This design comes from an exercise in tuning for small area, a short achievable clock period and few clock cycles per item on the open sky130 flow, not from production work.
In this exercise RTL edits were held to simulation tests only and were not proved equivalent to the original.
Power is estimated from default activity; no workload was simulated.

Setup of tundra:
==> flow/design.v (excerpt) <==
module product_gen
#(
parameter WORD_SIZE=29
)
(
  input wire clk,
  output wire[2*WORD_SIZE-1:0] sum1,
  input wire[WORD_SIZE-1:0] min,
  input wire[WORD_SIZE-1:0] q
);
  reg r1300;
  reg r1301;
  reg r1302;
  reg r1303;
  reg r1304;
  reg r1305;
  reg r1306;
  reg r1307;
  reg r1308;
  reg r1309;
  reg r1310;
  reg r1311;
  reg r1312;
  reg r1313;
  reg r1314;
  reg r1315;
  reg r1316;
  reg r1317;
  reg r1318;
  reg r1319;
  reg r1320;
  reg r1321;
  reg r1322;
  reg r1323;
  reg r1324;
  reg r1325;
  reg r1326;
  reg r1327;
  reg r1328;
  reg r1329;
  reg r1330;
  reg r1331;
  reg r1332;
  reg r1333;
  reg r1334;
  reg r1335;
  reg r1336;
  reg r1337;
  reg r1338;
  reg r1339;
  reg r1340;
  reg r1341;
  reg r1342;
  reg r1343;
  reg r1344;
  reg r1345;
  reg r1346;
  reg r1347;
  reg r1348;
  reg r1349;
  reg r1350;
  reg r1351;
  reg r1352;
  reg r1353;
  reg r1354;
  reg r1355;
  reg r1356;
  reg r1357;
  reg r1358;
  reg r1359;
  reg r1360;
  reg r1361;
  reg r1362;
  reg r1363;
  reg r1364;
  reg r1365;
  ...
Size: roughly 2100 cells after synthesis, about 120 flip-flops, about 120 I/O pins, ~0.022 sq mm of cells after synthesis.
clock: 5.0 ns
lec_check: 0
cap_margin: 20
core_margin: 2
core_utilization: 60
setup_slack_margin: 0.5
slew_margin: 20
synth_hierarchical: 1
synth_minimum_keep_size: 0
run.sh (not shown) runs the stock make flow with config.mk's settings and CLKGATE_MAP_FILE= SYNTH_SCRIPT=/design/flow/synth_recipe.tcl, a recipe that flattens the netlist after the stock synthesis.
Per the final summary, tundra finished and its layout is clean on timing, DRC and antenna.
Testbench counts of tundra, summed over its fixed seeds: cycles 512, items 512.
Here is what was changed in the inputs of nickel compared with tundra.
==> flow/flow/run.sh (new file) <==
#!/bin/bash
set -uo pipefail
export BUFFER_PORTS_ARGS="-buffer_cell sky130_fd_sc_hd__buf_4"
export RECOVER_POWER=100
bash standard.sh > standard.log 2>&1
==> flow/standard.sh (new file) <==
#!/bin/bash
# synth_recipe.tcl (not shown) runs the flow's synth.tcl, then flattens the netlist and writes it again
# the make line also repeats each setting of config.mk as NAME=value (left out here)
make -C /OpenROAD-flow-scripts/flow DESIGN_CONFIG=/design/flow/config.mk WORK_HOME=/design/flow/orfs CLKGATE_MAP_FILE= SYNTH_SCRIPT=/design/flow/synth_recipe.tcl "${@:-finish}"
removed: flow/run.sh
### Flow results
Master of the slowest instance on the critical path = sky130_fd_sc_hd__fa_1: nickel; master of the slowest instance on the critical path = sky130_fd_sc_hd__clkdlybuf4s50_1: tundra
nickel vs. tundra: worst slack at placement increased 34 ps; number of nets in the final layout decreased 142; global-route wire length before repair shows a reduction of 2.4%; worst path buffer plus inverter count +1; final wirelength shrank by 3.4%.
Setup slack in nickel is smaller than in tundra.
Sort nickel and tundra by hold slack asc -> top: nickel
What nickel reported for half-perimeter wire length after detailed placement has to be multiplied by 1.07 to get the figure for tundra.
As far as number of well taps goes, tundra and nickel are indistinguishable; the numbers are identical.

---

Starting RTL as in the previous note.
export LEC_CHECK = 0
export CAP_MARGIN = 20
export CORE_MARGIN = 2
export CORE_UTILIZATION = 60
export SETUP_SLACK_MARGIN = 0.3
export SLEW_MARGIN = 20
export SYNTH_HIERARCHICAL = 1
export SYNTH_MINIMUM_KEEP_SIZE = 0
create_clock -name core_clock -period 5.0 [get_ports {clk}]
standard.sh (not shown) runs the stock make flow with config.mk's settings and CLKGATE_MAP_FILE= SYNTH_SCRIPT=/design/flow/synth_recipe.tcl, a recipe that flattens the netlist after the stock synthesis.
==> flow/flow/run.sh <==
#!/bin/bash
set -uo pipefail
export BUFFER_PORTS_ARGS="-buffer_cell sky130_fd_sc_hd__buf_4"
bash standard.sh > standard.log 2>&1
The starting point produced a clean layout.
Testbench counts at the start, summed over its fixed seeds: cycles 512, items 512.
==> next run, changes <==
--- a/flow/config.mk
+++ b/flow/config.mk
@@ -9,5 +9,5 @@
 export CORE_MARGIN = 2
 export CORE_UTILIZATION = 60
-export SETUP_SLACK_MARGIN = 0.3
+export SETUP_SLACK_MARGIN = 0.5
 export SLEW_MARGIN = 20
 export SYNTH_HIERARCHICAL = 1
The changed run ran to the end with no violations.
Via count grows by 1.2%.
Cell count hardly moves.
Global-route usage is about the same.
Total power grows by 2.6%.
Cell area grows by 1.9%.
Non-clock buffer count grows by 3.
Synthesized cell count does not change.
Routed wire length barely changes.
==> next run, changes <==
==> flow/run.sh (new file) <==
#!/bin/bash
# synth_recipe.tcl (not shown) runs the flow's synth.tcl, then flattens the netlist and writes it again
# the make line also repeats each setting of config.mk as NAME=value (left out here)
make -C /OpenROAD-flow-scripts/flow DESIGN_CONFIG=/design/flow/config.mk WORK_HOME=/design/flow/orfs CLKGATE_MAP_FILE= SYNTH_SCRIPT=/design/flow/synth_recipe.tcl finish
--- a/flow/config.mk
+++ b/flow/config.mk
@@ -8,6 +8,6 @@
 export CAP_MARGIN = 20
 export CORE_MARGIN = 2
-export CORE_UTILIZATION = 60
-export SETUP_SLACK_MARGIN = 0.5
+export CORE_UTILIZATION = 55
+export SETUP_SLACK_MARGIN = 1.0
 export SLEW_MARGIN = 20
 export SYNTH_HIERARCHICAL = 1
removed: flow/flow/run.sh
removed: flow/standard.sh
=> Final area rises by about 30%. Total power goes up by 25%. Cell count is higher by about 12%. Worst setup slack gains 0.093 ns. Critical path depth climbs by 4. Sequential cell count is unchanged. Sequential share of layout area drops by 2.2 points. First-iteration DRC count goes up by about 30%. Non-clock buffer count increases by 265. Core utilization goes up by 13 points. Wire length rises by 30%.

---

before:
product_gen again, from the RTL that the note above started with.
export LEC_CHECK = 0
export CAP_MARGIN = 20
export CORE_MARGIN = 2
export CORE_UTILIZATION = 60
export SETUP_SLACK_MARGIN = 0.3
export SLEW_MARGIN = 20
export SYNTH_HIERARCHICAL = 1
export SYNTH_MINIMUM_KEEP_SIZE = 0
create_clock -name core_clock -period 5.0 [get_ports {clk}]
==> flow/flow/run.sh <==
#!/bin/bash
set -uo pipefail
export BUFFER_PORTS_ARGS="-buffer_cell sky130_fd_sc_hd__buf_2"
bash standard.sh > standard.log 2>&1
before finished every step from synthesis to the final layout, and the layout passed the timing, design-rule and antenna checks.
Testbench counts of before, summed over its fixed seeds: cycles 512, items 512.
### before -> after
- a change of CORE_UTILIZATION from 60 to 50
==> flow/flow/run.sh <==
#!/bin/bash
set -uo pipefail
export BUFFER_PORTS_ARGS="-buffer_cell sky130_fd_sc_hd__buf_4"
bash standard.sh > standard.log 2>&1
==> summary.txt <==
after was carried through to the last stage, and its layout satisfied the timing, design-rule and antenna checks.
Of after and before, it is after that has the higher share of total power in combinational logic.
after: core utilization is 10 points lower than what before reported.
Starting density of the core: after and before compared, lower one is after
The higher non-filler instance count after layout of after and before is in after.
Delta (after minus before): part of the cycle the worst path needs fell by 0.41 points, sum of met2 wire segment lengths after detailed routing rose by 220 um, maximum VDD drop fell by 37 uV, fraction of layout cells with a size suffix above 1 stayed essentially flat, cell area rose by 2.0%.
In after, post-place setup slack is higher than in before.

==> afterwards: timing with drivers on the ports <==
No port has a modelled driver above. Below, the same layouts with a new extraction and two added sets of constraints.
Step 1 assumes that a clkbuf_16 drives the clock port and a buf_2 every other input.
Step 2 also shifts input and output timing later by t, the mid clock arrival at the registers, as if the neighbouring blocks saw the same clock.
Slacks: no drivers / after step 1 / after step 2; pairs: no drivers / after step 1.
| run | t, ns | setup WS [ns] | worst hold slack (ns) | worst setup path at the end | worst data-port slew with drivers (ns) |
|---|---|---|---|---|---|
| tundra | 0.510 | 0.530 / 0.499 / 0.056 | 1.089 / 1.060 / 1.570 | input to register | 0.05 |
| nickel | 0.514 | 0.340 / 0.345 / -0.139 | 0.839 / 0.809 / 1.323 | input to register | 0.06 |
| the first run of note 2 | 0.507 | 0.459 / 0.404 / 0.000 | 0.744 / 0.717 / 1.224 | input to register | 0.05 |
| the second run of note 2 | 0.514 | 0.510 / 0.491 / 0.033 | 0.733 / 0.703 / 1.217 | input to register | 0.06 |
| the third run of note 2 | 0.530 | 0.604 / 0.542 / 0.238 | 1.046 / 1.006 / 1.536 | input to register | 0.06 |
| before | 0.512 | 0.444 / 0.387 / -0.026 | 0.840 / 0.801 / 1.313 | input to register | 0.04 |
| after | 0.544 | 0.465 / 0.405 / 0.065 | 0.712 / 0.677 / 1.221 | input to register | 0.05 |
Met with ideal ports but missed after step 2: setup timing in nickel and before. For nickel, which loses most, drivers alone change the setup slack by +0.005 ns; drivers and shift together by -0.479 ns.
